Background: an optimization exercise with open tools, aiming at small area and a short achievable clock period. Do not read the settings as production practice. RTL that was checked went through simulation tests only; none was proved equivalent to the original. Function not checked in run 1: the RTL went through the layout flow alone. No driver is modelled on the clock port, so clock power and skew are understated where the tree is cut down; a real chip needs a root buffer or a tree. Power figures rest on the tool's default switching activity, not on a simulated workload.

File: flow/flow/run.sh
#!/bin/bash
# Standard ORFS layout with smaller input-port buffers and a two-level
# clock tree (root buffers, leaf buffers) without dummy loads. Each tool's output goes to its own log under
# orfs/logs; make's output goes to make.log.
set -euo pipefail
here=$(pwd)
bash standard.sh \
  POST_GLOBAL_PLACE_TCL="$here/flow/inbuf.tcl" \
  POST_CTS_TCL="$here/flow/clk_tree.tcl" \
  CTS_ARGS="-sink_clustering_enable -repair_clock_nets -dont_use_dummy_load -sink_clustering_size 24 -sink_clustering_max_diameter 100" \
  finish > make.log 2>&1
File: flow/flow/clk_tree.tcl
# After CTS: make the clock tree two buffers deep. The leaf clock buffers
# are driven straight from root buffers (the intermediate level is removed),
# and the root is split into up to four copies, each driving the leaf
# buffers nearest to it. Every register still sees root buffer + leaf buffer.
set block [ord::get_db_block]
set root_net [$block findNet clknet_0_clk]
set nroots 4
if { $root_net != "NULL" } {
  # 1. remove the intermediate level
  set mids {}
  foreach it [$root_net getITerms] {
    if { [$it isInputSignal] } {
      set inst [$it getInst]
      if { [string match "sky130_fd_sc_hd__clkbuf*" [[$inst getMaster] getName]] } {
        lappend mids $inst
      }
    }
  }
  foreach inst $mids {
    set onet [[$inst findITerm X] getNet]
    set leaves {}
    set ok 1
    foreach it [$onet getITerms] {
      if { [$it isInputSignal] } {
        lappend leaves $it
        if { ![string match "sky130_fd_sc_hd__clkbuf*" [[[$it getInst] getMaster] getName]] } { set ok 0 }
      }
    }
    if { !$ok } { continue }
    foreach it $leaves {
      $it disconnect
      $it connect $root_net
    }
    puts "clk_tree: removed [$inst getName], [llength $leaves] leaf buffers now on clknet_0_clk"
    [$inst findITerm A] disconnect
    [$inst findITerm X] disconnect
    odb::dbInst_destroy $inst
    odb::dbNet_destroy $onet
  }

  # 2. split the root buffer: group the leaf buffers by angle around their
  # centre, one root buffer per group
  set root_it [lindex [$root_net getITerms] 0]
  set root {}
  set leaves {}
  foreach it [$root_net getITerms] {
    if { [$it isOutputSignal] } { set root [$it getInst] } else { lappend leaves $it }
  }
  set clk_net [[$root findITerm A] getNet]
  set n [llength $leaves]
  set cx 0; set cy 0
  foreach it $leaves {
    set b [[$it getInst] getBBox]
    set cx [expr {$cx + ([$b xMin] + [$b xMax]) / 2.0}]
    set cy [expr {$cy + ([$b yMin] + [$b yMax]) / 2.0}]
  }
  set cx [expr {$cx / $n}]; set cy [expr {$cy / $n}]
  set keyed {}
  foreach it $leaves {
    set b [[$it getInst] getBBox]
    set x [expr {([$b xMin] + [$b xMax]) / 2.0 - $cx}]
    set y [expr {([$b yMin] + [$b yMax]) / 2.0 - $cy}]
    lappend keyed [list [expr {atan2($y, $x)}] $it $x $y]
  }
  set keyed [lsort -real -index 0 $keyed]
  set k [expr {min($nroots, $n)}]
  set master [[$root getMaster] getName]
  set lib_master [$root getMaster]
  for {set g 0} {$g < $k} {incr g} {
    set lo [expr {($g * $n) / $k}]
    set hi [expr {(($g + 1) * $n) / $k - 1}]
    set grp [lrange $keyed $lo $hi]
    set gx 0; set gy 0
    foreach e $grp { set gx [expr {$gx + [lindex $e 2]}]; set gy [expr {$gy + [lindex $e 3]}] }
    set gx [expr {int($cx + $gx / [llength $grp] / 2.0)}]
    set gy [expr {int($cy + $gy / [llength $grp] / 2.0)}]
    if { $g == 0 } {
      set inst $root
      set net $root_net
    } else {
      set inst [odb::dbInst_create $block $lib_master "clkbuf_root_${g}_clk"]
      set net [odb::dbNet_create $block "clknet_root_${g}_clk"]
      $net setSigType CLOCK
      [$inst findITerm A] connect $clk_net
      [$inst findITerm X] connect $net
      foreach e $grp {
        set it [lindex $e 1]
        $it disconnect
        $it connect $net
      }
    }
    $inst setLocation $gx $gy
    $inst setPlacementStatus PLACED
    puts "clk_tree: [$inst getName] drives [llength $grp] leaf buffers"
  }
}

# legalise the moved and added buffers
detailed_placement
check_placement -verbose
estimate_parasitics -placement
File: flow/flow/inbuf.tcl
# After global placement: drive each input port through the smallest
# buffer, and each output port through a buf_2.
foreach inst [get_cells input*] {
  replace_cell $inst sky130_fd_sc_hd__buf_1
}
foreach inst [get_cells output*] {
  replace_cell $inst sky130_fd_sc_hd__buf_2
}
File: flow/standard.sh
#!/bin/bash
# synth_recipe.tcl (not shown) runs the flow's synth.tcl, then flattens the netlist and writes it again
# the make line also repeats each setting of config.mk as NAME=value (left out here)
make -C /OpenROAD-flow-scripts/flow DESIGN_CONFIG=/design/flow/config.mk WORK_HOME=/design/flow/orfs CLKGATE_MAP_FILE= SYNTH_SCRIPT=/design/flow/synth_recipe.tcl "${@:-finish}"
File: flow/config.mk
export PLATFORM = sky130hd
export DESIGN_NAME = FLP_adder_7
export DESIGN_NICKNAME = FLP_adder_7
export VERILOG_FILES = /design/flow/design.v
export SDC_FILE = /design/flow/constraint.sdc
export NUM_CORES = 4
export LEC_CHECK = 0
export ABC_AREA = 1
export CAP_MARGIN = 20
export CORE_MARGIN = 2
export CORE_UTILIZATION = 40
export SETUP_SLACK_MARGIN = 3.2
export SLEW_MARGIN = 20
export TNS_END_PERCENT = 10
File: flow/constraint.sdc
create_clock -name core_clock -period 5.0 [get_ports {clk}]
set_input_delay 1.0000 -clock core_clock [delete_from_list [all_inputs] [get_ports {clk}]]
set_output_delay 1.0000 -clock core_clock [all_outputs]
set_load 0.01 [all_outputs]
File: flow/design.v
module pfx_add #(parameter W = 25, parameter L = 5) (
    input  [W-1:0] a,
    input  [W-1:0] b,
    input          cin,
    output [W-1:0] s,
    output         cout
);
    wire [W:0] g [0:L];
    wire [W:0] p [0:L];
    assign g[0] = {a & b, cin};
    assign p[0] = {a ^ b, 1'b0};
    genvar l, i;
    generate
        for (l = 0; l < L; l = l + 1) begin : lvl
            for (i = 0; i <= W; i = i + 1) begin : bt
                if ((i >> l) & 1) begin : comb
                    localparam integer J = ((i >> l) << l) - 1;
                    assign g[l+1][i] = g[l][i] | (p[l][i] & g[l][J]);
                    assign p[l+1][i] = p[l][i] & p[l][J];
                end else begin : pass
                    assign g[l+1][i] = g[l][i];
                    assign p[l+1][i] = p[l][i];
                end
            end
        end
    endgenerate
    assign s    = p[0][W:1] ^ g[L][W-1:0];
    assign cout = g[L][W];
endmodule
module pfx_gp #(parameter W = 25, parameter L = 5) (
    input  [W-1:0] g,
    input  [W-1:0] p,
    output [W-1:0] s
);
    wire [W-1:0] gg [0:L];
    wire [W-1:0] pp [0:L];
    assign gg[0] = g;
    assign pp[0] = p;
    genvar l, i;
    generate
        for (l = 0; l < L; l = l + 1) begin : lvl
            for (i = 0; i < W; i = i + 1) begin : bt
                if ((i >> l) & 1) begin : comb
                    localparam integer J = ((i >> l) << l) - 1;
                    assign gg[l+1][i] = gg[l][i] | (pp[l][i] & gg[l][J]);
                    assign pp[l+1][i] = pp[l][i] & pp[l][J];
                end else begin : pass
                    assign gg[l+1][i] = gg[l][i];
                    assign pp[l+1][i] = pp[l][i];
                end
            end
        end
    endgenerate
    assign s = p ^ {gg[L][W-2:0], 1'b0};
endmodule
module FLP_adder(
    input  [31:0] A,
    input  [31:0] B,
    output [31:0] sum
);
    wire        gt   = A[30:23] > B[30:23];
    wire [7:0]  d    = gt ? A[30:23] - B[30:23] : B[30:23] - A[30:23];
    wire [23:0] big  = gt ? {1'b1, A[22:0]} : {1'b1, B[22:0]};
    wire [23:0] sml  = gt ? {1'b1, B[22:0]} : {1'b1, A[22:0]};
    wire        sbig = gt ? A[31] : B[31];
    wire        sub  = A[31] ^ B[31];
    wire [7:0]  ec   = gt ? A[30:23] : B[30:23];
    wire [23:0] shd  = (d > 8'd23) ? 24'd0 : (sml >> d[4:0]);
    wire [24:0] X    = {1'b0, big} + ({1'b0, shd} ^ {25{sub}}) + {24'd0, sub};
    wire        nz   = |X[23:0];
    wire        sgn  = sbig ? (sub ? (~X[24] & nz) : ~(X[24] & nz)) : X[24];
    wire [23:0] C    = X[24] ? (24'd0 - X[23:0]) : X[23:0];
    wire [22:0] M    = C[23] ? C[22:0] : {C[21:0], 1'b0};
    wire [7:0]  e    = C[23] ? ec : ec - 8'd1;
    assign sum = {sgn, e, M};
endmodule
module FLP_adder_7(
    input  [31:0] A,
    input  [31:0] B,
    input         rst,
    input         clk,
    output [31:0] sum
);
    reg [31:0] a1, b1;
    reg        ge1;
    always @(posedge clk) begin
        a1  <= A;
        b1  <= B;
        ge1 <= A[30:23] >= B[30:23];
    end
    wire [7:0] ebig = ge1 ? a1[30:23] : b1[30:23];
    wire [7:0] dab  = a1[30:23] - b1[30:23];
    wire [7:0] dba  = b1[30:23] - a1[30:23];
    wire [7:0] d    = ge1 ? dab : dba;
    reg [22:0] big2, sml2;
    reg [7:0]  d2;
    reg        sbig2, sub2;
    reg [7:0]  ec2;
    always @(posedge clk) begin
        big2  <= ge1 ? a1[22:0] : b1[22:0];
        sml2  <= ge1 ? b1[22:0] : a1[22:0];
        d2    <= d;
        sbig2 <= ge1 ? a1[31] : b1[31];
        sub2  <= a1[31] ^ b1[31];
        ec2   <= ebig;
    end
    wire        z2  = (|d2[7:5]) | (d2[4] & d2[3]);
    wire [23:0] shd = z2 ? 24'd0 : ({1'b1, sml2} >> d2[4:0]);
    wire [23:0] ax = {~sub2, big2 ^ {23{sub2}}};
    reg  [23:0] g3, p3;
    reg         sbig3, sub3;
    reg  [7:0]  ec3;
    always @(posedge clk) begin
        g3    <= ax & shd;
        p3    <= ax ^ shd;
        sbig3 <= sbig2;
        sub3  <= sub2;
        ec3   <= ec2;
    end
    wire [24:0] Y;
    pfx_gp #(25) add (.g({1'b0, g3}), .p({sub3, p3}), .s(Y));
    reg [24:0] Y4;
    reg        sbig4, sub4;
    reg [7:0]  ec4;
    always @(posedge clk) begin
        Y4    <= Y;
        sbig4 <= sbig3;
        sub4  <= sub3;
        ec4   <= ec3;
    end
    wire [24:0] X4 = Y4 ^ {25{sub4}};
    wire [23:0] lo;       
    assign lo[0] = 1'b0;
    genvar i;
    generate
        for (i = 1; i < 24; i = i + 1) begin : orl
            assign lo[i] = |X4[i-1:0];
        end
    endgenerate
    wire        nz  = lo[23] | X4[23];
    wire        sgn = sbig4 ? (sub4 ? (~X4[24] & nz) : ~(X4[24] & nz)) : X4[24];
    wire [23:0] C   = X4[23:0] ^ (lo & {24{X4[24]}});
    reg        sgn5;
    reg [23:0] C5;
    reg [7:0]  ec5;
    always @(posedge clk) begin
        sgn5 <= sgn;
        C5   <= C;
        ec5  <= ec4;
    end
    wire [22:0] M = C5[23] ? C5[22:0] : {C5[21:0], 1'b0};
    wire [7:0]  e = C5[23] ? ec5 : ec5 - 8'd1;
    reg [31:0] r6;
    always @(posedge clk) begin
        r6 <= {sgn5, e, M};
    end
    assign sum = r6;
endmodule
==> results of run 1 <==
-- sequential cells by signal (all words and copies together) (netlist names), 8 cells and up --
name  cells
a1       32
b1       32
r6       32
Y4       25
C5       24
g3       24
p3       24
big2     23
sml2     23
d2        8
ec2       8
ec3       8
ec4       8
ec5       8
-- power by group --
| part | internal [mW] | switching (mW) | leakage [nW] |
|---|---|---|---|
| registers | 2.83 | 0.272 | 2.41 |
| logic | 0.662 | 0.990 | 3.32 |
| clock network | 0.576 | 0.636 | 0.197 |
-- logic make-up (layout without fill, tap and decap cells) --
kind of cell               Yosys count  in the layout  share of synthesized area
muxes                                2              2                    0.00182
and+or+nand+nor                    503            503                      0.192
adders and majority gates           54             54                     0.0628
xor gates and xnor gates            76             76                     0.0623
DFF                                287            287                      0.523
AOI/OAI and AO/OA                  188            188                     0.0912
buffers and inverters              179            271                     0.0675
-- cell type report, clock buffers not listed --
type,count,area (um^2),area share
inverter,130,515,0.0414
buffer,3,75.1,0.00603
timing repair inverter,7,50.0,0.00402
multi-input combinational,823,4640,0.372
tap,341,427,0.0343
sequential,287,5770,0.463
timing repair buffer,118,658,0.0529
-- per-stage QoR --
| step | power, mW | cell area (um^2) | cells | hold WS [ns] |
|---|---|---|---|---|
| after floorplan | 4.25 | 11000 | 1289 | 0.310 |
| after global placement | 4.78 | 12200 | 1683 | 0.310 |
| after detailed placement | 4.67 | 11600 | 1683 | 0.312 |
| after global routing | 6.42 | 12500 | 1722 | 0.338 |
| final | 5.96 | 12500 | 1722 | 0.330 |
-- synth_stat cells, types with 5 or more instances --
| cell | number | area, um^2 |
|---|---|---|
| ha_1 | 52 | 651 |
| a21oi_1 | 50 | 250 |
| nand2_1 | 329 | 1230 |
| buf_1 | 5 | 18.8 |
| nand2_2 | 19 | 119 |
| or2_2 | 9 | 56.3 |
| o21ai_0 | 111 | 556 |
| nand3_1 | 55 | 275 |
| dfxtp_1 | 287 | 5750 |
| inv_1 | 127 | 477 |
| nor3_1 | 9 | 45.0 |
| clkbuf_1 | 28 | 105 |
| xor2_1 | 58 | 508 |
| buf_2 | 11 | 55.1 |
| nor2_1 | 68 | 255 |
| o211ai_1 | 5 | 37.5 |
| a31oi_1 | 6 | 37.5 |
| xnor2_1 | 17 | 149 |
-- path summary, 6_finish.rpt --
check	from	endpoint	cells past startpoint
setup reg to reg	d2[0]$_DFF_P_	p3[0]$_DFF_P_	10
hold reg to reg	ec3[3]$_DFF_P_	ec4[3]$_DFF_P_	0
hold / removal	ec3[3]$_DFF_P_	ec4[3]$_DFF_P_	0
setup / recovery	d2[0]$_DFF_P_	p3[0]$_DFF_P_	10
-- routing by layer --
layer	vias up	wire length [um]	track usage
met1	3335	10000	0.192
met2	115	9200	0.241
met4	0	391	0.0401
met5	-	0	0
li1	4215	-	-
met3	24	740	0.0247
==> impl_metrics.csv, run 1 <==
group,metric,value,unit
floorplanning,start_util,0.408,
floorplanning,dieArea,28800,um^2
yosys,yosysSeqAreaShare,0.523,
timing,fin_crit,1.93,ns
timing,setup_ws,3.07,ns
yosys,synth_area,11000,um^2
yosys,async_reset_ff_frac,0,
critical_path,crit_arrival,2.12,ns
critical_path,cp_max_fo,6,
yosys,synth_cell_type_count,46,
power,power.density,479,nW/um^2
place,portBuffers,96,
route,drc,0,
route,drt_wl_total,20.3,mm
outcome,outcome,"timing/DRC/antenna clean",
critical_path,crit_path_frequent_cell,"nor2_1",
timing,clock.fmax,519,MHz
power,p_leak,5.93,nW
critical_path,path_buf_inv,2,
place,dpl_worst_slack,2.16,ns
timing,slew_headroom,0.678,
yosys,synth-main-ff-cell,"dfxtp_1",
global_routing,grt_overflow,0,
floorplanning,ios,98,
timing,rsz0062_at_grt,"true",
route,ant_nets,0,
route,drt-initial-drc-count,423,
critical_path,r2r_slack,3.07,ns
global_routing,grt_util_all_layers,0.144,
cells_and_area,antennaDiodeCount,0,
global_routing,grt_pass1_wl,33.8,mm
timing,tns,0,ns
clock_network,worstSkewPairLatency,0.31,ns
route,dr_total_vias,7689,
timing,fin_crit_sh,0.385,
timing,tightestPinTransition,0.483,ns
cells_and_area,final_util,0.462,
route,viasPerCell,4.47,
cells_and_area,layout_common_cells,"nand2_1 (316), dfxtp_1 (279), inv_1 (122)",
job,drv_cap,0,
global_routing,grt_pass1_vias,7227,
critical_path,critPathLaunchType,"flop",
power,peakVddDrop,0.000265,V
critical_path,end_kind,"flop",
cells_and_area,nets,1503,
critical_path,slowest_delay,0.38,ns
timing,hold_viol_final,0,
critical_path,cp_slowest_cell,"dfxtp_4",
global_routing,grt_max_degree,70,
cells_and_area,mostFrequentLayoutCell,"nand2_1",
timing,slew_viol_final,0,
critical_path,cp_top_family,"simple AND/OR/NAND/NOR gates",
min_path,hp-class,"reg -> reg",
clock_network,clock-sinks,287,
yosys,synthCells,1289,
clock_network,path_clk_slew,0.09,ns
yosys,syn_area_per_cell,8.53,um^2
route,firstDrtPassIters,6,
floorplanning,die_w,170,um
critical_path,crit_type,"reg -> reg",
floorplanning,core_area,27000,um^2
critical_path,critPathRequiredTime,5.19,ns
yosys,synth_nets,1409,
cells_and_area,syn2layout_area_growth,13.3,%
cells_and_area,drive_gt1_frac,0.119,
global_routing,antenna_found_initial,0,
place,dp_hpwl,15.0,mm
yosys,ys_ff_latch,287,
yosys,yosysWarningCount,2,
timing,setup_viol,0,
floorplanning,die_h,170,um
cells_and_area,fill_cells,2655,
floorplanning,rows,60,
yosys,synth_edf_count,0,
route,wl_per_cell,11.8,um
critical_path,crit_chain,"buf_12 -> clkinvlp_4 -> nand2_1 -> nand2_1 -> o21a_1 -> o21ai_2 -> nor2_1 -> nor2_1 -> nor2_1 -> ha_1",
timing,clock_skew,0.0131,ns
==> inputs of run 2 (changes only) <==
--- a/flow/design.v
+++ b/flow/design.v
@@ -27,10 +27,10 @@
     assign s    = p[0][W:1] ^ g[L][W-1:0];
     assign cout = g[L][W];
 endmodule
-module pfx_gp #(parameter W = 25, parameter L = 5) (
+module pfx_carry #(parameter W = 25, parameter L = 5) (
     input  [W-1:0] g,
     input  [W-1:0] p,
-    output [W-1:0] s
+    output [W-1:0] c
 );
     wire [W-1:0] gg [0:L];
     wire [W-1:0] pp [0:L];
@@ -51,7 +51,7 @@
             end
         end
     endgenerate
-    assign s = p ^ {gg[L][W-2:0], 1'b0};
+    assign c = {gg[L][W-2:0], 1'b0};
 endmodule
 module FLP_adder(
     input  [31:0] A,
@@ -92,20 +92,22 @@
     wire [7:0] dab  = a1[30:23] - b1[30:23];
     wire [7:0] dba  = b1[30:23] - a1[30:23];
     wire [7:0] d    = ge1 ? dab : dba;
-    reg [22:0] big2, sml2;
-    reg [7:0]  d2;
+    wire [23:0] sml = ge1 ? {1'b1, b1[22:0]} : {1'b1, a1[22:0]};
+    reg [22:0] big2;
+    reg [23:0] sml2;
+    reg [7:2]  d2;
     reg        sbig2, sub2;
     reg [7:0]  ec2;
     always @(posedge clk) begin
         big2  <= ge1 ? a1[22:0] : b1[22:0];
-        sml2  <= ge1 ? b1[22:0] : a1[22:0];
-        d2    <= d;
+        sml2  <= sml >> d[1:0];
+        d2    <= d[7:2];
         sbig2 <= ge1 ? a1[31] : b1[31];
         sub2  <= a1[31] ^ b1[31];
         ec2   <= ebig;
     end
     wire        z2  = (|d2[7:5]) | (d2[4] & d2[3]);
-    wire [23:0] shd = z2 ? 24'd0 : ({1'b1, sml2} >> d2[4:0]);
+    wire [23:0] shd = z2 ? 24'd0 : (sml2 >> {d2[4:2], 2'b00});
     wire [23:0] ax = {~sub2, big2 ^ {23{sub2}}};
     reg  [23:0] g3, p3;
     reg         sbig3, sub3;
@@ -117,18 +119,18 @@
         sub3  <= sub2;
         ec3   <= ec2;
     end
-    wire [24:0] Y;
-    pfx_gp #(25) add (.g({1'b0, g3}), .p({sub3, p3}), .s(Y));
-    reg [24:0] Y4;
+    wire [24:0] c;
+    pfx_carry #(25) add (.g({1'b0, g3}), .p({sub3, p3}), .c(c));
+    wire [24:0] X = {c[24], (p3 ^ {24{sub3}}) ^ c[23:0]};
+    reg [24:0] X4;
     reg        sbig4, sub4;
     reg [7:0]  ec4;
     always @(posedge clk) begin
-        Y4    <= Y;
+        X4    <= X;
         sbig4 <= sbig3;
         sub4  <= sub3;
         ec4   <= ec3;
     end
-    wire [24:0] X4 = Y4 ^ {25{sub4}};
     wire [23:0] lo;       
     assign lo[0] = 1'b0;
     genvar i;
--- a/flow/config.mk
+++ b/flow/config.mk
@@ -9,6 +9,6 @@
 export CAP_MARGIN = 20
 export CORE_MARGIN = 2
 export CORE_UTILIZATION = 40
-export SETUP_SLACK_MARGIN = 3.2
+export SETUP_SLACK_MARGIN = 3.25
 export SLEW_MARGIN = 20
-export TNS_END_PERCENT = 10
+export TNS_END_PERCENT = 30
==> impl_metrics.csv, run 2 <==
group,metric,value,unit
timing,clock_skew,0.0152,ns
critical_path,crit_path_frequent_cell,"inv_2",
cells_and_area,syn2layout_area_growth,13.4,%
critical_path,cp_max_fo,6,
clock_network,worstSkewPairLatency,0.31,ns
route,viasPerCell,4.48,
route,drt_wl_total,19.9,mm
global_routing,grt_pass1_wl,33.0,mm
yosys,yosysWarningCount,2,
timing,hold_viol_final,0,
yosys,ys_ff_latch,286,
yosys,synthXorXnorAreaFrac,0.0809,
timing,slew_headroom,0.556,
power,power_frac_seq,0.535,
place,dpl_worst_slack,2.42,ns
min_path,hp-class,"reg -> reg",
cells_and_area,final_util,0.461,
power,p_int,4.09,mW
critical_path,slowest_delay,0.48,ns
timing,fin_crit_sh,0.381,
yosys,yosys.area.top_type,"dfxtp_1",
yosys,synthMuxAreaShare,0.00916,
yosys,synth-main-ff-cell,"dfxtp_1",
cells_and_area,layout_common_cells,"nand2_1 (295), dfxtp_1 (280), inv_1 (112)",
cells_and_area,mostFrequentLayoutCell,"nand2_1",
route,dr_total_vias,7518,
cells_and_area,antennaDiodeCount,0,
timing,setup_viol,0,
yosys,synth_top_family_by_area,"simple AND/OR/NAND/NOR gates",
yosys,synth_nets,1356,
floorplanning,die_h,169,um
global_routing,antenna_found_initial,0,
route,wl_per_cell,11.9,um
floorplanning,start_util,0.407,
place,portBuffers,96,
yosys,syn_area_per_cell,8.81,um^2
power,peakVddDrop,0.000246,V
yosys,synth_compound_area_frac,0.0856,
power,clkPwrFrac,0.207,
yosys,synth_area,10900,um^2
floorplanning,rows,60,
yosys,async_reset_ff_frac,0,
floorplanning,dieArea,28700,um^2
critical_path,crit_type,"reg -> reg",
place,placed_cell_area,11600,um^2
critical_path,cp_slowest_cell,"fa_1",
power,p_switching,1.87,mW
floorplanning,die_w,169,um
floorplanning,core_area,26900,um^2
power,netSwitchingFraction,0.314,
critical_path,critPathRequiredTime,5.20,ns
yosys,synthTopCellsByCount,"nand2_1 (303), dfxtp_1 (286), inv_1 (121)",
cells_and_area,final_area,12400,um^2
global_routing,grt_util_all_layers,0.141,
global_routing,grt_max_degree,52,
yosys,synth-simple-area-share,0.181,
critical_path,critPathLaunchType,"flop",
global_routing,grt_pass1_vias,6951,
yosys,synth_cell_type_count,47,
timing,fin_crit,1.91,ns
critical_path,end_kind,"flop",
cells_and_area,nets,1453,
cells_and_area,drive_gt1_frac,0.114,
place,dp_hpwl,14.3,mm
critical_path,crit_chain,"inv_2 -> ha_4 -> inv_2 -> fa_1 -> inv_2 -> buf_4 -> buf_6 -> o21ai_4 -> clkbuf_16 -> o21ai_0",
timing,rsz0062_at_grt,"true",
critical_path,crit_arrival,2.11,ns
timing,clock.fmax,524,MHz
clock_network,clock-sinks,286,
power,p_leak,5.80,nW
timing,setup_ws,3.09,ns
job,drv_cap,0,
power,share_comb_of_total_power,0.258,
route,ant_nets,0,
yosys,synthCells,1241,
yosys,yosysSeqAreaShare,0.524,
timing,slew_viol_final,0,
timing,tns,0,ns
yosys,yosysMostFrequentCell,"nand2_1",
clock_network,path_clk_slew,0.09,ns
yosys,synth_fa_ha_area_frac,0.0575,
timing,hold_ws,0.331,ns
yosys,ys_top_cells_by_area,"dfxtp_1 (52%), nand2_1 (10%), xor2_1 (5.5%)",
route,drc,0,
cells_and_area,top_regs,"a1 (32), b1 (32), r6 (32)",
route,drt-initial-drc-count,471,
route,firstDrtPassIters,5,
yosys,synth_top_cell_area_share,0.524,
floorplanning,ios,98,
yosys,synth_edf_count,0,
global_routing,grt_overflow,0,
outcome,outcome,"timing/DRC/antenna clean",
power,power.density,480,nW/um^2
timing,tightestPinTransition,0.665,ns
[run 2: changes by cell type after synthesis, moves of 12 or more]
cell,delta
o21ai_0,-52
o21ai_1,+31
nand2_1,-26
nor2_1,-16
xnor2_1,+15
clkbuf_1,-13
buf_2,+12
[run 2: layout make-up, clock buffers not listed]
cell class / instances / area [um^2]
plain buffers: 3 / 75.1
well taps: 341 / 427
repair inverters: 4 / 30.0
multi-input cells: 788 / 4660
repair buffers: 119 / 671
inverters: 123 / 475
flip-flops and latches: 286 / 5740
fillers: 2665 / 14500
[run 2: logic make-up after synthesis]
kind of cell / after synthesis
mux: 10
compound gates: 170
flops: 286
buf+inv: 168
xor+xnor: 101
simple gates: 457
fa+ha+maj: 49
[run 2: worst paths after layout]
check / start / to / slack (ns) / depth (start not counted)
setup reg to reg: b1[23]$_DFF_P_ / sml2[20]$_DFF_P_ / 3.09 / 10
hold reg to reg: sbig3$_DFF_P_ / sbig4$_DFF_P_ / 0.33 / 0
hold / removal: sbig3$_DFF_P_ / sbig4$_DFF_P_ / 0.33 / 0
setup / recovery: b1[23]$_DFF_P_ / sml2[20]$_DFF_P_ / 3.09 / 10
[run 2: critical path, delay by kind of cell, from the launching register on]
kind,cells,cell delay (ns)
adder cells (fa/ha/maj),2,0.61
AO/OA/AOI/OAI,2,0.28
buffers and inverters,6,0.59
flip-flops,1,0.33
[run 2: stage by stage]
step                      std cells  power, mW
after floorplan                1241       4.25
after global placement         1637       4.76
final                          1677       5.96
after detailed placement       1637       4.65
after global routing           1677       6.37
[run 2: power groups by stage]
stage / Combinational, mW / Sequential, mW / Clock [mW]
after global routing: 1.75 / 3.27 / 1.36
final: 1.54 / 3.19 / 1.23
after detailed placement: 1.40 / 3.25 / 0
after floorplan: 1.06 / 3.19 / 0
after global placement: 1.52 / 3.24 / 0
[run 2: metal layers]
metal	global-route usage	vias to the layer above	wire, um
met2	0.224	151	8630
met4	0.0509	0	537
li1	-	4082	-
met1	0.190	3247	9830
met5	0	-	0
met3	0.0275	38	932
==> inputs of run 3 (changes only) <==
--- a/flow/config.mk
+++ b/flow/config.mk
@@ -9,6 +9,6 @@
 export CAP_MARGIN = 20
 export CORE_MARGIN = 2
 export CORE_UTILIZATION = 40
-export SETUP_SLACK_MARGIN = 3.25
+export SETUP_SLACK_MARGIN = 3.2
 export SLEW_MARGIN = 20
-export TNS_END_PERCENT = 30
+export TNS_END_PERCENT = 10
==> impl_metrics.csv, run 3 <==
group,metric,value,unit
floorplanning,core_area,26900,um^2
power,power.density,481,nW/um^2
timing,slew_headroom,0.455,
timing,slew_viol_final,0,
yosys,ys_top_cells_by_area,"dfxtp_1 (52%), nand2_1 (10%), xor2_1 (5.5%)",
critical_path,cp_top_family,"adder cells",
power,p_leak,5.72,nW
route,firstDrtPassIters,5,
clock_network,worstSkewPairLatency,0.31,ns
critical_path,crit_type,"reg -> reg",
cells_and_area,antennaDiodeCount,0,
power,peakVddDrop,0.000209,V
critical_path,cp_max_fo,5,
cells_and_area,final_area,12200,um^2
critical_path,worstSetupEndpoint,"sml2[9]$_DFF_P_",
cells_and_area,top_regs,"a1 (32), b1 (32), r6 (32)",
min_path,hp-class,"reg -> reg",
yosys,synth_top_cell_area_share,0.524,
route,wl_per_cell,11.6,um
route,viasPerCell,4.43,
global_routing,grt_pass1_vias,6696,
timing,tightestPinTransition,0.816,ns
timing,fin_crit,1.89,ns
yosys,synth_edf_count,0,
yosys,yosysMostFrequentCell,"nand2_1",
timing,setup_ws,3.11,ns
cells_and_area,mostFrequentLayoutCell,"nand2_1",
yosys,yosysSeqAreaShare,0.524,
power,p_switching,1.82,mW
clock_network,clock-sinks,286,
place,dp_hpwl,14.3,mm
global_routing,grt_max_degree,50,
floorplanning,ios,98,
critical_path,cp_slowest_cell,"fa_1",
power,clkPwrFrac,0.207,
power,netSwitchingFraction,0.311,
yosys,synth_cell_type_count,47,
global_routing,grt_overflow,0,
route,ant_nets,0,
yosys,async_reset_ff_frac,0,
critical_path,r2r_slack,3.11,ns
critical_path,r2r_cells,9,
yosys,yosysWarningCount,2,
route,drt_wl_total,19.3,mm
place,dpl_worst_slack,2.35,ns
yosys,yosys.area.top_type,"dfxtp_1",
critical_path,cp-startpoint,"b1[23]$_DFF_P_",
power,p_int,4.05,mW
critical_path,critPathLaunchType,"flop",
timing,tns,0,ns
power,share_comb_of_total_power,0.248,
critical_path,critPathRequiredTime,5.23,ns
outcome,outcome,"timing/DRC/antenna clean",
global_routing,grt_util_all_layers,0.138,
yosys,synthCells,1241,
route,drc,0,
floorplanning,dieArea,28700,um^2
timing,fin_crit_sh,0.378,
critical_path,slowest_delay,0.49,ns
critical_path,r2r_start,"b1[23]$_DFF_P_",
critical_path,crit_arrival,2.12,ns
global_routing,antenna_found_initial,0,
timing,setup_viol,0,
global_routing,grt_pass1_wl,32.1,mm
critical_path,path_buf_inv,5,
yosys,synthTopCellsByCount,"nand2_1 (303), dfxtp_1 (286), inv_1 (121)",
timing,clock_skew,0.0166,ns
critical_path,crit_path_frequent_cell,"inv_2",
job,drv_cap,0,
power,power_frac_seq,0.545,
floorplanning,start_util,0.407,
place,portBuffers,96,
route,drt-initial-drc-count,431,
yosys,synth-main-ff-cell,"dfxtp_1",
route,dr_total_vias,7384,
critical_path,crit_chain,"inv_2 -> ha_4 -> inv_2 -> fa_1 -> inv_2 -> o21ai_4 -> buf_12 -> clkinvlp_4 -> o21ai_0",
place,placed_cell_area,11600,um^2
cells_and_area,nets,1444,
critical_path,r2r-end,"sml2[9]$_DFF_P_",
critical_path,cp.depth,9,
min_path,min_from,"ec2[5]$_DFF_P_",
critical_path,end_kind,"flop",
clock_network,path_clk_slew,0.09,ns
yosys,synth_nets,1356,
timing,rsz0062_at_grt,"true",
cells_and_area,layout_common_cells,"nand2_1 (301), dfxtp_1 (280), inv_1 (114)",
floorplanning,die_h,169,um
timing,clock.fmax,530,MHz
floorplanning,die_w,169,um
yosys,synth_area,10900,um^2
yosys,ys_ff_latch,286,
cells_and_area,syn2layout_area_growth,11.8,%
floorplanning,rows,60,
cells_and_area,final_util,0.455,
yosys,syn_area_per_cell,8.81,um^2
timing,hold_viol_final,0,
cells_and_area,drive_gt1_frac,0.0957,
## run 3: worst min path at each step
stage / end / slack (ns) / cells after the start
2_1_floorplan: ec3[0]$_DFF_P_ / 0.31 / 0
3_3_place_gp: ec5[7]$_DFF_P_ / 0.31 / 0
3_5_place_dp: ec3[5]$_DFF_P_ / 0.31 / 0
5_1_grt: ec5[0]$_DFF_P_ / 0.34 / 0
6_report: ec3[5]$_DFF_P_ / 0.33 / 0
## run 3: layer usage
metal,share of wire,track usage
met5,0,0
met4,0.015,0.0331
met3,0.053,0.0289
met2,0.43,0.218
met1,0.50,0.195
## run 3: cell families (layout without fill, tap and decap cells)
kind of cell	count (synthesis)	count (layout)	synth area share
AOI/OAI and AO/OA	170	171	0.0856
xor gates and xnor gates	101	101	0.0809
adders and majority gates	49	49	0.0575
buffers and inverters	168	253	0.0618
DFF	286	286	0.524
muxes	10	10	0.00916
and+or+nand+nor	457	457	0.181
## run 3: worst reg2reg max path, cell delays in order (launching register included)
cell and delay, ns:
dfxtp_2 0.33, inv_2 0.06, ha_4 0.12, inv_2 0.04, fa_1 0.49, inv_2 0.07
o21ai_4 0.21, buf_12 0.17, clkinvlp_4 0.14, o21ai_0 0.19
## run 3: layout make-up, clock buffers not listed
type	count	area, um^2
timing repair buffer	110	553
inverter	123	475
tap	341	427
sequential	286	5740
timing repair inverter	4	30.0
fill	2671	14700
buffer	3	75.1
multi-input combinational	788	4590
## run 3: power groups by stage
stage	registers, mW	clock network [mW]	logic (mW)
after floorplan	3.19	0	1.06
after global placement	3.26	0	1.50
after detailed placement	3.26	0	1.39
after global routing	3.28	1.35	1.67
final	3.20	1.22	1.46
## run 3: metrics by stage
step | hold slack, ns | cells | total power [mW]
after floorplan | 0.310 | 1241 | 4.25
after global placement | 0.310 | 1637 | 4.76
after detailed placement | 0.312 | 1637 | 4.65
after global routing | 0.335 | 1668 | 6.31
final | 0.331 | 1668 | 5.87
==> inputs of run 4 (changes only) <==
--- a/flow/config.mk
+++ b/flow/config.mk
@@ -8,7 +8,8 @@
 export ABC_AREA = 1
 export CAP_MARGIN = 20
 export CORE_MARGIN = 2
-export CORE_UTILIZATION = 40
+export CORE_UTILIZATION = 65
+export PLACE_DENSITY = 0.75
 export SETUP_SLACK_MARGIN = 3.2
 export SLEW_MARGIN = 20
 export TNS_END_PERCENT = 10
==> impl_metrics.csv, run 4 <==
group,metric,value,unit
outcome,outcome,"timing/DRC/antenna clean",
floorplanning,die_w,134,um
route,dr_total_vias,7568,
yosys,synth_area,10900,um^2
critical_path,r2r_start,"a1[23]$_DFF_P_",
place,placed_cell_area,11400,um^2
floorplanning,core_area,16500,um^2
critical_path,cp_slowest_cell,"fa_1",
global_routing,antenna_found_initial,0,
critical_path,slowest_delay,0.51,ns
yosys,synthTopCellsByCount,"nand2_1 (303), dfxtp_1 (286), inv_1 (121)",
yosys,ys_ff_latch,286,
route,ant_nets,0,
place,dp_hpwl,13.6,mm
critical_path,end_kind,"flop",
route,firstDrtPassIters,5,
route,wl_per_cell,12.2,um
timing,tightestPinTransition,0.635,ns
yosys,yosysMostFrequentCell,"nand2_1",
yosys,synth_edf_count,0,
yosys,ys_top_cells_by_area,"dfxtp_1 (52%), nand2_1 (10%), xor2_1 (5.5%)",
timing,rsz0062_at_grt,"true",
route,viasPerCell,4.88,
cells_and_area,antennaDiodeCount,0,
clock_network,worstSkewPairLatency,0.31,ns
critical_path,critPathRequiredTime,5.22,ns
floorplanning,ios,98,
cells_and_area,final_area,12100,um^2
floorplanning,dieArea,17900,um^2
critical_path,crit_chain,"inv_2 -> ha_4 -> inv_4 -> fa_1 -> nand2_2 -> o21ai_4 -> buf_6 -> buf_8 -> mux2i_1",
place,portBuffers,96,
yosys,synth_nets,1356,
floorplanning,rows,47,
cells_and_area,mostFrequentLayoutCell,"nand2_1",
timing,clock.fmax,517,MHz
cells_and_area,final_util,0.733,
yosys,synth_cell_type_count,47,
timing,setup_viol,0,
cells_and_area,top_regs,"a1 (32), b1 (32), r6 (32)",
cells_and_area,layout_common_cells,"nand2_1 (301), dfxtp_1 (280), inv_1 (113)",
global_routing,grt_max_degree,77,
global_routing,grt_pass1_vias,6932,
clock_network,path_clk_slew,0.09,ns
job,drv_cap,0,
power,p_leak,5.74,nW
global_routing,grt_pass1_wl,31.3,mm
timing,slew_viol_final,0,
timing,tns,0,ns
route,drt_wl_total,19.0,mm
clock_network,clock-sinks,286,
min_path,hp-class,"reg -> reg",
critical_path,critPathLaunchType,"flop",
timing,clock_skew,0.0125,ns
yosys,synth-main-ff-cell,"dfxtp_1",
floorplanning,die_h,134,um
timing,fin_crit_sh,0.387,
yosys,yosysSeqAreaShare,0.524,
power,peakVddDrop,0.000364,V
yosys,yosys.area.top_type,"dfxtp_1",
critical_path,crit_type,"reg -> reg",
yosys,async_reset_ff_frac,0,
global_routing,grt_overflow,0,
timing,fin_crit,1.94,ns
route,drc,0,
timing,hold_viol_final,0,
yosys,syn_area_per_cell,8.81,um^2
route,drt-initial-drc-count,377,
power,power.density,486,nW/um^2
global_routing,grt_util_all_layers,0.216,
floorplanning,start_util,0.662,
yosys,yosysWarningCount,2,
cells_and_area,syn2layout_area_growth,10.8,%
cells_and_area,drive_gt1_frac,0.101,
critical_path,cp_max_fo,6,
yosys,synth_top_cell_area_share,0.524,
yosys,synthCells,1241,
timing,slew_headroom,0.576,
critical_path,crit_arrival,2.16,ns
min_path,min_from,"ec3[7]$_DFF_P_",
critical_path,cp-startpoint,"a1[23]$_DFF_P_",
cells_and_area,nets,1448,
[run 4: cell counts after synthesis]
Identical to the previous run, type by type.
[run 4: logic make-up (layout without fill, tap and decap cells)]
logic type | Yosys count | in the layout | synth area share
xor gates and xnor gates | 101 | 101 | 0.0809
buffers and inverters | 168 | 256 | 0.0618
DFF | 286 | 286 | 0.524
muxes | 10 | 10 | 0.00916
and+or+nand+nor | 457 | 457 | 0.181
adders and majority gates | 49 | 49 | 0.0575
AOI/OAI and AO/OA | 170 | 172 | 0.0856
[run 4: area by class of cell, clock buffers not listed]
class	instances	area, um^2
buffer	3	75.1
fill	1303	4420
inverter	123	478
multi-input combinational	789	4610
sequential	286	5740
tap	220	275
timing repair buffer	113	571
timing repair inverter	4	30.0
[run 4: worst max-delay path: cells and delay by family, from the launching register on]
family	cells	cell delay, ns
AOI/OAI and AO/OA	1	0.11
DFF	1	0.37
adders and majority gates	2	0.65
and+or+nand+nor	1	0.08
muxes	1	0.21
buffers and inverters	4	0.42
[run 4: layer usage]
metal / vias to the layer above / GRT usage / routed length [um]
met5: - / 0 / 0
met4: 0 / 0.0668 / 406
met3: 31 / 0.0381 / 905
met2: 176 / 0.373 / 8910
met1: 3271 / 0.277 / 8730
li1: 4090 / - / -
[run 4: final timing paths]
| check | depth (start not counted) | to | slack (ns) |
|---|---|---|---|
| setup / recovery | 9 | sml2[19]$_DFF_P_ | 3.06 |
| hold / removal | 0 | ec4[7]$_DFF_P_ | 0.33 |
| hold reg to reg | 0 | ec4[7]$_DFF_P_ | 0.33 |
| setup reg to reg | 9 | sml2[19]$_DFF_P_ | 3.06 |
[run 4: power breakdown]
part           internal [mW]  switching [mW]  total, mW
registers               2.85           0.322       3.18
clock network          0.576           0.624       1.20
logic                  0.626           0.877       1.50
total                   4.06            1.82       5.88
[run 4: through the flow]
| step | worst slack, ns | hold WS, ns | std cells | power (mW) |
|---|---|---|---|---|
| detailed placement | 2.38 | 0.312 | 1516 | 4.63 |
| floorplan | 3.23 | 0.310 | 1241 | 4.25 |
| finish | 3.06 | 0.332 | 1551 | 5.88 |
| global placement | 2.41 | 0.310 | 1516 | 4.71 |
| global route | 3.01 | 0.338 | 1551 | 6.27 |
==> inputs of run 5 (changes only) <==
--- a/flow/design.v
+++ b/flow/design.v
@@ -95,30 +95,31 @@
     wire [23:0] sml = ge1 ? {1'b1, b1[22:0]} : {1'b1, a1[22:0]};
     reg [22:0] big2;
     reg [23:0] sml2;
-    reg [7:2]  d2;
+    reg [7:1]  d2;
     reg        sbig2, sub2;
     reg [7:0]  ec2;
     always @(posedge clk) begin
         big2  <= ge1 ? a1[22:0] : b1[22:0];
-        sml2  <= sml >> d[1:0];
-        d2    <= d[7:2];
+        sml2  <= sml >> d[0];
+        d2    <= d[7:1];
         sbig2 <= ge1 ? a1[31] : b1[31];
         sub2  <= a1[31] ^ b1[31];
         ec2   <= ebig;
     end
     wire        z2  = (|d2[7:5]) | (d2[4] & d2[3]);
-    wire [23:0] shd = z2 ? 24'd0 : (sml2 >> {d2[4:2], 2'b00});
-    wire [23:0] ax = {~sub2, big2 ^ {23{sub2}}};
-    reg  [23:0] g3, p3;
+    wire [23:0] shd = z2 ? 24'd0 : (sml2 >> {d2[4:1], 1'b0});
+    reg  [23:0] ax3, shd3;
     reg         sbig3, sub3;
     reg  [7:0]  ec3;
     always @(posedge clk) begin
-        g3    <= ax & shd;
-        p3    <= ax ^ shd;
+        ax3   <= {~sub2, big2 ^ {23{sub2}}};
+        shd3  <= shd;
         sbig3 <= sbig2;
         sub3  <= sub2;
         ec3   <= ec2;
     end
+    wire [23:0] g3 = ax3 & shd3;
+    wire [23:0] p3 = ax3 ^ shd3;
     wire [24:0] c;
     pfx_carry #(25) add (.g({1'b0, g3}), .p({sub3, p3}), .c(c));
     wire [24:0] X = {c[24], (p3 ^ {24{sub3}}) ^ c[23:0]};
--- a/flow/config.mk
+++ b/flow/config.mk
@@ -8,8 +8,7 @@
 export ABC_AREA = 1
 export CAP_MARGIN = 20
 export CORE_MARGIN = 2
-export CORE_UTILIZATION = 65
-export PLACE_DENSITY = 0.75
+export CORE_UTILIZATION = 40
 export SETUP_SLACK_MARGIN = 3.2
 export SLEW_MARGIN = 20
 export TNS_END_PERCENT = 10
==> impl_metrics.csv, run 5 <==
group,metric,value,unit
floorplanning,dieArea,28800,um^2
route,ant_nets,0,
yosys,yosys.area.top_type,"dfxtp_1",
timing,tightestPinTransition,0.775,ns
yosys,synthCells,1244,
critical_path,critPathRequiredTime,5.20,ns
cells_and_area,drive_gt1_frac,0.0821,
critical_path,end_kind,"flop",
route,drt-initial-drc-count,366,
route,viasPerCell,4.36,
min_path,hp-class,"reg -> reg",
place,portBuffers,96,
cells_and_area,layout_common_cells,"dfxtp_1 (283), nand2_1 (273), inv_1 (138)",
yosys,ys_ff_latch,287,
yosys,synth_area,11000,um^2
timing,fin_crit_sh,0.364,
power,power_frac_seq,0.540,
route,drc,0,
timing,hold_viol_final,0,
critical_path,path_buf_inv,1,
timing,fin_crit,1.82,ns
yosys,async_reset_ff_frac,0,
yosys,synth_cell_type_count,43,
global_routing,met1_usage,0.184,
critical_path,cp_slowest_cell,"dfxtp_1",
power,share_comb_of_total_power,0.243,
cells_and_area,top_regs,"a1 (32), b1 (32), r6 (32)",
yosys,synth_top_cell_area_share,0.524,
yosys,yosysSeqAreaShare,0.524,
power,p_int,3.99,mW
outcome,outcome,"timing/DRC/antenna clean",
clock_network,clock-sinks,287,
floorplanning,start_util,0.407,
floorplanning,core_area,27000,um^2
yosys,yosysWarningCount,2,
route,dr_total_vias,7224,
yosys,synth_nets,1359,
critical_path,critPathLaunchType,"flop",
critical_path,cp_top_family,"flip-flops",
clock_network,worstSkewPairLatency,0.31,ns
floorplanning,die_w,170,um
place,dp_hpwl,14.4,mm
critical_path,slowest_delay,0.83,ns
yosys,yosysMostFrequentCell,"dfxtp_1",
cells_and_area,nets,1433,
power,clkPwrFrac,0.217,
critical_path,crit_type,"reg -> reg",
timing,slew_viol_final,0,
global_routing,grt_overflow,0,
timing,setup_ws,3.18,ns
timing,setup_viol,0,
timing,clock.fmax,550,MHz
floorplanning,rows,60,
global_routing,grt_max_degree,62,
critical_path,crit_arrival,2.02,ns
power,p_switching,1.74,mW
yosys,ys_top_cells_by_area,"dfxtp_1 (52%), nand2_1 (9.3%), xor2_1 (5.5%)",
route,firstDrtPassIters,5,
critical_path,cp_max_fo,31,
timing,slew_headroom,0.483,
power,p_leak,5.62,nW
power,power.density,477,nW/um^2
yosys,syn_area_per_cell,8.81,um^2
global_routing,grt_pass1_wl,30.5,mm
timing,hold_ws,0.328,ns
place,dpl_worst_slack,2.83,ns
global_routing,grt_util_all_layers,0.131,
global_routing,grt_pass1_vias,6454,
route,drt_wl_total,18.5,mm
global_routing,grtUsageMet2,0.204,
floorplanning,die_h,170,um
job,drv_cap,0,
clock_network,path_clk_slew,0.09,ns
critical_path,crit_chain,"buf_4 -> nor2_1 -> nand2_1 -> nor3_2 -> nor3b_2 -> xor2_1",
global_routing,antenna_found_initial,0,
timing,clock_skew,0.0482,ns
timing,tns,0,ns
cells_and_area,antennaDiodeCount,0,
route,wl_per_cell,11.1,um
global_routing,grt_use_met3,0.0252,
power,netSwitchingFraction,0.304,
yosys,synthTopCellsByCount,"dfxtp_1 (287), nand2_1 (273), inv_1 (138)",
cells_and_area,syn2layout_area_growth,9.56,%
timing,rsz0062_at_grt,"true",
power,peakVddDrop,0.000213,V
yosys,synth-main-ff-cell,"dfxtp_1",
yosys,synth_edf_count,0,
floorplanning,ios,98,
cells_and_area,mostFrequentLayoutCell,"dfxtp_1",
global_routing,busiest_layer,"met2",
## run 5: cell types whose count changed after synthesis, moves of 7 or more
cell / before / now
nand2_1: 303 / 273
mux2i_1: 10 / 3
inv_1: 121 / 138
a21oi_1: 48 / 55
o21ai_1: 32 / 11
nand3_1: 51 / 37
o21ai_0: 59 / 108
## run 5: worst reg2reg max path: stages, from the launching register on
cell	delay [ns]
dfxtp_1	0.83
buf_4	0.35
nor2_1	0.07
nand2_1	0.11
nor3_2	0.06
nor3b_2	0.16
xor2_1	0.14
## run 5: stage by stage
stage / cell area (um^2) / util / instances / total power [mW]
after global routing: 12000 / 0.446 / 1657 / 6.16
after floorplan: 11000 / - / 1244 / 4.19
final: 12000 / 0.446 / 1657 / 5.73
after detailed placement: 11600 / 0.430 / 1640 / 4.56
after global placement: 12100 / 0.450 / 1640 / 4.68
## run 5: kinds of logic (layout without fill, tap and decap cells)
logic type | count (synthesis) | after routing | share of synthesized area
adders and majority gates | 49 | 49 | 0.0573
buffers and inverters | 191 | 263 | 0.0726
and+or+nand+nor | 408 | 408 | 0.161
xor gates and xnor gates | 101 | 101 | 0.0807
DFF | 287 | 287 | 0.524
muxes | 3 | 3 | 0.00274
AOI/OAI and AO/OA | 205 | 205 | 0.102
## run 5: power by group through the flow
stage	logic [mW]	registers [mW]	clock network, mW
after floorplan	1.08	3.10	0
after global placement	1.53	3.16	0
after detailed placement	1.41	3.15	0
after global routing	1.60	3.16	1.39
final	1.39	3.10	1.24
## run 5: layer usage
layer,vias up,part of all wire
li1,4028,-
met1,3046,0.52
met2,122,0.42
met3,28,0.040
met4,0,0.020
met5,-,0
## run 5: area by class of cell, clock buffers not listed
cell class	instances	area, um^2
Multi-Input combinational cell	766	4420
Timing Repair Buffer	101	438
Sequential cell	287	5760
Buffer	3	75.1
Inverter	145	544
Fill cell	2692	14900
Tap cell	341	427
## run 5: worst paths after layout
kind,depth (start not counted),end,slack (ns),from
worst min-delay path,0,ec4[1]$_DFF_P_,0.33,ec3[1]$_DFF_P_
worst max register to register,6,r6[30]$_DFF_P_,3.18,C5[23]$_DFF_P_
worst max-delay path,6,r6[30]$_DFF_P_,3.18,C5[23]$_DFF_P_
worst min register to register,0,ec4[1]$_DFF_P_,0.33,ec3[1]$_DFF_P_
==> inputs of run 6 (changes only) <==
--- a/flow/design.v
+++ b/flow/design.v
@@ -82,17 +82,18 @@
     output [31:0] sum
 );
     reg [31:0] a1, b1;
-    reg        ge1;
+    reg        ge1, lt1;    
     always @(posedge clk) begin
         a1  <= A;
         b1  <= B;
         ge1 <= A[30:23] >= B[30:23];
+        lt1 <= A[30:23] <  B[30:23];
     end
     wire [7:0] ebig = ge1 ? a1[30:23] : b1[30:23];
     wire [7:0] dab  = a1[30:23] - b1[30:23];
     wire [7:0] dba  = b1[30:23] - a1[30:23];
     wire [7:0] d    = ge1 ? dab : dba;
-    wire [23:0] sml = ge1 ? {1'b1, b1[22:0]} : {1'b1, a1[22:0]};
+    wire [23:0] sml = lt1 ? {1'b1, a1[22:0]} : {1'b1, b1[22:0]};
     reg [22:0] big2;
     reg [23:0] sml2;
     reg [7:1]  d2;
@@ -145,14 +146,16 @@
     wire [23:0] C   = X4[23:0] ^ (lo & {24{X4[24]}});
     reg        sgn5;
     reg [23:0] C5;
+    reg        lz5;       
     reg [7:0]  ec5;
     always @(posedge clk) begin
         sgn5 <= sgn;
         C5   <= C;
+        lz5  <= ~C[23];
         ec5  <= ec4;
     end
     wire [22:0] M = C5[23] ? C5[22:0] : {C5[21:0], 1'b0};
-    wire [7:0]  e = C5[23] ? ec5 : ec5 - 8'd1;
+    wire [7:0]  e = lz5 ? ec5 - 8'd1 : ec5;
     reg [31:0] r6;
     always @(posedge clk) begin
         r6 <= {sgn5, e, M};
==> impl_metrics.csv, run 6 <==
group,metric,value,unit
critical_path,r2r-end,"sml2[9]$_DFF_P_",
min_path,hp-class,"reg -> reg",
yosys,synthCells,1243,
power,total_power,5.78,mW
yosys,synthTopCellsByCount,"dfxtp_1 (289), nand2_1 (269), inv_1 (139)",
yosys,synth_top_family_by_area,"simple AND/OR/NAND/NOR gates",
yosys,yosys.area.top_type,"dfxtp_1",
timing,hold_ws,0.329,ns
critical_path,end_kind,"flop",
floorplanning,start_util,0.408,
power,p_leak,5.71,nW
floorplanning,ios,98,
clock_network,worstSkewPairLatency,0.33,ns
yosys,ys_ff_latch,289,
floorplanning,dieArea,28800,um^2
timing,slew_viol_final,0,
power,share_comb_of_total_power,0.241,
outcome,outcome,"timing/DRC/antenna clean",
route,drt_wl_total,18.2,mm
cells_and_area,top_regs,"a1 (32), b1 (32), r6 (32)",
timing,fin_crit,1.80,ns
cells_and_area,final_util,0.449,
route,ant_nets,0,
global_routing,antenna_found_initial,0,
power,netSwitchingFraction,0.305,
cells_and_area,layout_common_cells,"dfxtp_1 (285), nand2_1 (269), inv_1 (137)",
route,viasPerCell,4.38,
timing,setup_ws,3.20,ns
timing,fin_crit_sh,0.359,
power,peakVddDrop,0.000246,V
yosys,synth_compound_area_frac,0.0990,
floorplanning,core_area,27000,um^2
timing,clock.fmax,557,MHz
critical_path,r2r_start,"a1[23]$_DFF_P_",
place,dp_hpwl,14.0,mm
critical_path,cp_max_fo,2,
timing,clock_skew,0.0576,ns
power,power.density,477,nW/um^2
critical_path,critPathLaunchType,"input port",
yosys,synthMuxAreaShare,0.00638,
place,placed_cell_area,11700,um^2
timing,slew_headroom,0.495,
clock_network,clock-sinks,289,
timing,setup_viol,0,
timing,tightestPinTransition,0.757,ns
critical_path,critPathRequiredTime,5.21,ns
global_routing,grt_pass1_wl,31.4,mm
yosys,synth_nets,1358,
timing,hold_viol_final,0,
yosys,synth-simple-area-share,0.162,
cells_and_area,drive_gt1_frac,0.0836,
timing,rsz0062_at_grt,"true",
yosys,synth_edf_count,0,
job,drv_cap,0,
yosys,synth_cell_type_count,45,
yosys,synth-main-ff-cell,"dfxtp_1",
cells_and_area,antennaDiodeCount,0,
power,p_int,4.01,mW
global_routing,grt_max_degree,51,
place,dp_cells,1640,
critical_path,crit_type,"in -> reg",
critical_path,r2r_slack,3.29,ns
floorplanning,die_h,170,um
yosys,syn_area_per_cell,8.84,um^2
yosys,ys_top_cells_by_area,"dfxtp_1 (53%), nand2_1 (9.2%), xor2_1 (5.5%)",
power,power_frac_seq,0.540,
floorplanning,rows,60,
cells_and_area,nets,1433,
place,dpl_worst_slack,2.74,ns
power,p_switching,1.76,mW
critical_path,crit_arrival,2.00,ns
floorplanning,die_w,170,um
route,wl_per_cell,11.0,um
power,clkPwrFrac,0.219,
yosys,yosysWarningCount,2,
timing,tns,0,ns
cells_and_area,fill_cells,2585,
global_routing,grt_pass1_vias,6759,
route,drc,0,
yosys,synth_fa_ha_area_frac,0.0572,
global_routing,grt_overflow,0,
critical_path,worstSetupEndpoint,"ge1$_DFF_P_",
cells_and_area,syn2layout_area_growth,10.1,%
yosys,yosysMostFrequentCell,"dfxtp_1",
yosys,synth_top_cell_area_share,0.527,
yosys,yosysSeqAreaShare,0.527,
cells_and_area,final_area,12100,um^2
route,drt-initial-drc-count,398,
yosys,synthXorXnorAreaFrac,0.0797,
route,firstDrtPassIters,5,
cells_and_area,finalNonFillerCells,1657,
yosys,synth_area,11000,um^2
place,portBuffers,96,
route,dr_total_vias,7264,
clock_network,path_clk_slew,0.09,ns
yosys,async_reset_ff_frac,0,
critical_path,cp-startpoint,"B[30]",
global_routing,grt_util_all_layers,0.131,
cells_and_area,mostFrequentLayoutCell,"dfxtp_1",
critical_path,r2r_cells,5,
[run 6: how the worst min path moves through the flow]
| stage | start | endpoint | depth (start not counted) |
|---|---|---|---|
| global route | ec2[5]$_DFF_P_ | ec3[5]$_DFF_P_ | 0 |
| finish | sbig2$_DFF_P_ | sbig3$_DFF_P_ | 0 |
| global placement | ec4[7]$_DFF_P_ | ec5[7]$_DFF_P_ | 0 |
| detailed placement | ec2[5]$_DFF_P_ | ec3[5]$_DFF_P_ | 0 |
| floorplan | ec2[0]$_DFF_P_ | ec3[0]$_DFF_P_ | 0 |
[run 6: cell type report, clock buffers not listed]
| type | instances | area, um^2 | area share |
|---|---|---|---|
| flip-flops and latches | 289 | 5790 | 0.479 |
| multi-input cells | 763 | 4460 | 0.369 |
| inverters | 147 | 557 | 0.0460 |
| repair buffers | 100 | 430 | 0.0356 |
| well taps | 341 | 427 | 0.0353 |
| plain buffers | 3 | 75.1 | 0.00621 |
[run 6: cell families (layout without fill, tap and decap cells)]
group,count (synthesis),in the layout
mux,7,7
fa+ha+maj,49,49
buf+inv,191,264
flops,289,289
xor+xnor,100,100
simple gates,405,405
compound gates,202,202
[run 6: power groups by stage]
stage	Combinational, mW	Sequential [mW]	Clock (mW)
after global routing	1.60	3.19	1.41
after detailed placement	1.40	3.18	0
after global placement	1.52	3.18	0
final	1.39	3.12	1.26
after floorplan	1.08	3.13	0
[run 6: worst max-delay path, cell delays in order]
cell and delay [ns]:
buf_1 0.09, inv_1 0.05, ha_1 0.29, nand2_1 0.09, nor2_1 0.18, nand2_1 0.08, o211ai_1 0.08, inv_1 0.08
o21ai_1 0.07
[run 6: routing by layer]
metal / track usage / share of wire / routed length [um] / up-vias
li1: - / - / - / 4037
met1: 0.183 / 0.51 / 9320 / 3072
met2: 0.207 / 0.42 / 7690 / 130
met3: 0.0219 / 0.043 / 775 / 25
met4: 0.0416 / 0.022 / 400 / 0
met5: 0 / 0 / 0 / -
==> inputs of run 7 (changes only) <==
--- a/flow/config.mk
+++ b/flow/config.mk
@@ -9,6 +9,6 @@
 export CAP_MARGIN = 20
 export CORE_MARGIN = 2
 export CORE_UTILIZATION = 40
-export SETUP_SLACK_MARGIN = 3.2
+export SETUP_SLACK_MARGIN = 3.3
 export SLEW_MARGIN = 20
-export TNS_END_PERCENT = 10
+export TNS_END_PERCENT = 20
==> impl_metrics.csv, run 7 <==
group,metric,value,unit
outcome,outcome,"timing/DRC/antenna clean",
route,drt_wl_total,18.6,mm
critical_path,crit_chain,"buf_2",
timing,setup_ws,3.26,ns
yosys,synthXorXnorAreaFrac,0.0797,
route,firstDrtPassIters,5,
yosys,synth_edf_count,0,
critical_path,crit_arrival,0.74,ns
timing,rsz0062_at_grt,"true",
critical_path,cp.depth,1,
power,p_leak,5.77,nW
power,total_power,5.86,mW
cells_and_area,drive_gt1_frac,0.117,
critical_path,crit_type,"reg -> out",
yosys,yosys.area.top_type,"dfxtp_1",
yosys,synth_cell_type_count,45,
floorplanning,core_area,27000,um^2
route,ant_nets,0,
yosys,synth-main-ff-cell,"dfxtp_1",
place,dpl_worst_slack,2.78,ns
yosys,synth-simple-area-share,0.162,
route,drc,0,
cells_and_area,mostFrequentLayoutCell,"dfxtp_1",
yosys,yosysSeqAreaShare,0.527,
yosys,yosysWarningCount,2,
global_routing,antenna_found_initial,0,
critical_path,end_kind,"output port",
critical_path,path_buf_inv,1,
cells_and_area,layout_common_cells,"dfxtp_1 (281), nand2_1 (266), inv_1 (133)",
place,portBuffers,96,
yosys,synth_area,11000,um^2
min_path,hp-class,"reg -> reg",
yosys,synth_top_cell_area_share,0.527,
global_routing,grt_max_degree,51,
place,placed_cell_area,11700,um^2
min_path,whs_path_depth,0,
yosys,synthTopCellsByCount,"dfxtp_1 (289), nand2_1 (269), inv_1 (139)",
yosys,yosysMostFrequentCell,"dfxtp_1",
global_routing,grt_pass1_vias,6701,
timing,hold_viol_final,0,
floorplanning,dieArea,28800,um^2
route,dr_wl_met2,8.10,mm
clock_network,clock-sinks,289,
cells_and_area,nets,1437,
cells_and_area,antennaDiodeCount,0,
route,dr_total_vias,7367,
floorplanning,die_w,170,um
cells_and_area,syn2layout_area_growth,13.2,%
timing,slew_viol_final,0,
floorplanning,ios,98,
clock_network,worstSkewPairLatency,0.31,ns
place,dp_cells,1639,
critical_path,cp_slowest_cell,"dfxtp_1",
yosys,ys_top_cells_by_area,"dfxtp_1 (53%), nand2_1 (9.2%), xor2_1 (5.5%)",
power,peakVddDrop,0.000209,V
yosys,synth_nets,1358,
floorplanning,rows,60,
timing,fin_crit_sh,0.348,
min_path,min_from,"sbig3$_DFF_P_",
route,drt-initial-drc-count,459,
yosys,synth_top_family_by_area,"simple AND/OR/NAND/NOR gates",
yosys,synthMuxAreaShare,0.00638,
job,drv_cap,0,
timing,tightestPinTransition,0.734,ns
timing,setup_viol,0,
route,viasPerCell,4.44,
timing,fin_crit,1.74,ns
cells_and_area,top_regs,"a1 (32), b1 (32), r6 (32)",
cells_and_area,finalNonFillerCells,1661,
place,dp_hpwl,14.0,mm
critical_path,critPathLaunchType,"flop",
timing,hold_ws,0.328,ns
critical_path,slowest_delay,0.32,ns
cells_and_area,final_util,0.461,
power,power.density,471,nW/um^2
global_routing,grt_overflow,0,
critical_path,critPathRequiredTime,4.00,ns
route,wl_met3,704,um
cells_and_area,final_area,12400,um^2
floorplanning,die_h,170,um
yosys,async_reset_ff_frac,0,
yosys,syn_area_per_cell,8.84,um^2
yosys,synth_fa_ha_area_frac,0.0572,
yosys,synthCells,1243,
clock_network,path_clk_slew,0.09,ns
timing,clock_skew,0.0654,ns
yosys,synth_compound_area_frac,0.0990,
route,wirelength_met1,9.48,mm
global_routing,grt_util_all_layers,0.130,
critical_path,cp_top_family,"flip-flops",
timing,tns,0,ns
timing,clock.fmax,575,MHz
critical_path,cp-startpoint,"r6[21]$_DFF_P_",
global_routing,grt_pass1_wl,31.0,mm
route,wl_per_cell,11.2,um
floorplanning,start_util,0.408,
yosys,ys_ff_latch,289,
critical_path,r2r_start,"X4[24]$_DFF_P_",
route,routed.top_layer,"met4",
timing,slew_headroom,0.510,
critical_path,r2r_cells,4,
critical_path,cp_max_fo,1,
==> run 7: report_power, final <==
group / switching [mW] / internal, mW
Clock: 0.645 / 0.610
Sequential: 0.311 / 2.84
Combinational: 0.836 / 0.613
==> run 7: path summary, 6_finish.rpt <==
path	to	slack, ns
worst min register to register	sbig4$_DFF_P_	0.33
worst min-delay path	sbig4$_DFF_P_	0.33
worst max-delay path	sum[21]	3.26
worst max register to register	C5[9]$_DFF_P_	3.33
==> run 7: layout make-up, clock buffers not listed <==
cell class                 instances  area, um^2
buffer                             3        75.1
timing repair buffer             103         467
inverter                         147         574
tap                              341         427
sequential                       289        5800
timing repair inverter             1        7.51
multi-input combinational        763        4730
fill                            2592       14500
==> run 7: kinds of logic (layout without fill, tap and decap cells) <==
kind of cell | after synthesis | in the layout
multiplexers | 7 | 7
flip-flops | 289 | 289
buffers and inverters | 191 | 268
adder cells (fa/ha/maj) | 49 | 49
AND/OR/NAND/NOR | 405 | 405
AO/OA/AOI/OAI | 202 | 202
XOR/XNOR | 100 | 100
==> run 7: metal layers <==
layer	vias up	global-route usage
met5	-	0
met4	0	0.0386
met3	26	0.0229
met2	112	0.206
met1	3183	0.181
li1	4046	-
==> inputs of run 8 (changes only) <==
--- a/flow/config.mk
+++ b/flow/config.mk
@@ -9,6 +9,6 @@
 export CAP_MARGIN = 20
 export CORE_MARGIN = 2
 export CORE_UTILIZATION = 40
-export SETUP_SLACK_MARGIN = 3.3
+export SETUP_SLACK_MARGIN = 3.27
 export SLEW_MARGIN = 20
 export TNS_END_PERCENT = 20
==> impl_metrics.csv, run 8 <==
group,metric,value,unit
power,total_power,5.84,mW
timing,slew_headroom,0.500,
timing,hold_viol_final,0,
yosys,synth_nets,1358,
critical_path,crit_type,"reg -> out",
cells_and_area,final_util,0.460,
yosys,yosysMostFrequentCell,"dfxtp_1",
global_routing,grt_use_met3,0.0229,
critical_path,r2r-end,"C5[9]$_DFF_P_",
timing,clock_skew,0.0659,ns
critical_path,crit_chain,"buf_2",
route,drt-initial-drc-count,450,
timing,setup_viol,0,
place,portBuffers,96,
timing,clock.fmax,575,MHz
yosys,synth_cell_type_count,45,
critical_path,end_kind,"output port",
global_routing,grt_util_all_layers,0.130,
min_path,min_from,"sbig3$_DFF_P_",
floorplanning,core_area,27000,um^2
floorplanning,die_w,170,um
global_routing,antenna_found_initial,0,
global_routing,grt_pass1_wl,31.0,mm
clock_network,path_clk_slew,0.09,ns
yosys,synth_edf_count,0,
power,power.density,472,nW/um^2
timing,fin_crit_sh,0.348,
yosys,synth-main-ff-cell,"dfxtp_1",
cells_and_area,syn2layout_area_growth,12.7,%
yosys,synthCells,1243,
cells_and_area,layout_common_cells,"dfxtp_1 (282), nand2_1 (267), inv_1 (134)",
timing,fin_crit,1.74,ns
power,peakVddDrop,0.000209,V
timing,tightestPinTransition,0.749,ns
yosys,synth_area,11000,um^2
yosys,synth_top_cell_area_share,0.527,
critical_path,critPathLaunchType,"flop",
cells_and_area,nets,1436,
min_path,whs_path_depth,0,
cells_and_area,top_regs,"a1 (32), b1 (32), r6 (32)",
min_path,worstHoldEndpoint,"sbig4$_DFF_P_",
clock_network,worstSkewPairLatency,0.31,ns
route,wl_per_cell,11.2,um
critical_path,r2r_slack,3.32,ns
timing,slew_viol_final,0,
cells_and_area,seq_area,5800,um^2
global_routing,grtUsageMet2,0.206,
yosys,ys_top_cells_by_area,"dfxtp_1 (53%), nand2_1 (9.2%), xor2_1 (5.5%)",
critical_path,r2r_cells,4,
route,ant_nets,0,
route,viasPerCell,4.43,
cells_and_area,multi_input_area,4700,um^2
critical_path,path_buf_inv,1,
cells_and_area,fill_cells,2599,
critical_path,cp_max_fo,1,
yosys,ys_ff_latch,289,
yosys,syn_area_per_cell,8.84,um^2
min_path,hp-class,"reg -> reg",
cells_and_area,drive_gt1_frac,0.111,
cells_and_area,antennaDiodeCount,0,
timing,rsz0062_at_grt,"true",
yosys,yosys.area.top_type,"dfxtp_1",
job,drv_cap,0,
global_routing,grt_overflow,0,
critical_path,cp_top_family,"flip-flops",
global_routing,grt_pass1_vias,6701,
outcome,outcome,"timing/DRC/antenna clean",
place,dp_hpwl,14.0,mm
critical_path,r2r_start,"X4[24]$_DFF_P_",
route,firstDrtPassIters,5,
route,drc,0,
route,dr_total_vias,7356,
yosys,synthTopCellsByCount,"dfxtp_1 (289), nand2_1 (269), inv_1 (139)",
timing,hold_ws,0.328,ns
critical_path,cp_slowest_cell,"dfxtp_1",
timing,setup_ws,3.26,ns
cells_and_area,mostFrequentLayoutCell,"dfxtp_1",
global_routing,grt_max_degree,51,
yosys,async_reset_ff_frac,0,
floorplanning,rows,60,
timing,tns,0,ns
critical_path,critPathRequiredTime,4.00,ns
clock_network,clock-sinks,289,
critical_path,crit_arrival,0.74,ns
place,dpl_worst_slack,2.78,ns
floorplanning,dieArea,28800,um^2
floorplanning,start_util,0.408,
global_routing,busiest_layer,"met2",
floorplanning,ios,98,
global_routing,met1_usage,0.181,
yosys,yosysWarningCount,2,
power,p_leak,5.75,nW
route,drt_wl_total,18.6,mm
floorplanning,die_h,170,um
critical_path,slowest_delay,0.32,ns
yosys,yosysSeqAreaShare,0.527,
-- run 8: cell counts after synthesis --
Identical to the previous run, type by type.
-- run 8: worst max path at each step --
stage                    from            endpoint  slack [ns]  depth (start not counted)
2_1_floorplan           B[24]         ge1$_DFF_P_        3.25                          8
3_3_place_gp            B[24]         ge1$_DFF_P_        2.48                          9
3_5_place_dp    d2[1]$_DFF_P_  shd3[0]$_SDFF_PP0_        2.78                          7
5_1_grt        X4[24]$_DFF_P_       C5[9]$_DFF_P_        3.19                          4
6_report       r6[21]$_DFF_P_             sum[21]        3.26                          1
-- run 8: per-stage QoR --
stage,cell area (um^2),cells
after global placement,12300,1639
final,12400,1660
after detailed placement,11700,1639
after global routing,12400,1660
after floorplan,11100,1243
-- run 8: cell type report, clock buffers not listed --
class,count,share of cell area
sequential,289,0.468
multi-input combinational,763,0.379
inverter,147,0.0464
timing repair buffer,102,0.0367
tap,341,0.0344
buffer,3,0.00606
timing repair inverter,1,0.000606
-- run 8: cells by family after synthesis --
group / Yosys count / synth area share
compound gates: 202 / 0.0990
xor+xnor: 100 / 0.0797
fa+ha+maj: 49 / 0.0572
buf+inv: 191 / 0.0697
flops: 289 / 0.527
mux: 7 / 0.00638
simple gates: 405 / 0.162
-- run 8: routing by layer --
| metal | part of all wire | wire length (um) |
|---|---|---|
| met5 | 0 | 0 |
| met2 | 0.43 | 8050 |
| met1 | 0.51 | 9430 |
| met3 | 0.040 | 735 |
| met4 | 0.019 | 360 |
-- run 8: worst register-to-register path, cell delays in order (launching register included) --
cell	delay, ns
dfxtp_1	0.81
inv_1	0.31
nor2_1	0.23
a21oi_1	0.07
xnor2_1	0.15
-- run 8: where the power goes --
group,switching (mW),leakage [nW],internal [mW],total (mW)
combinational,0.835,3.11,0.605,1.44
sequential,0.308,2.43,2.84,3.15
clock,0.644,0.209,0.609,1.25

Setup slack of run 8, layout unchanged: 3.260 ns with ideal ports, 3.176 ns with driving cells assumed (clock clkbuf_16, inputs buf_2), 3.025 ns with port delays also shifted by the 0.366 ns mid clock arrival.
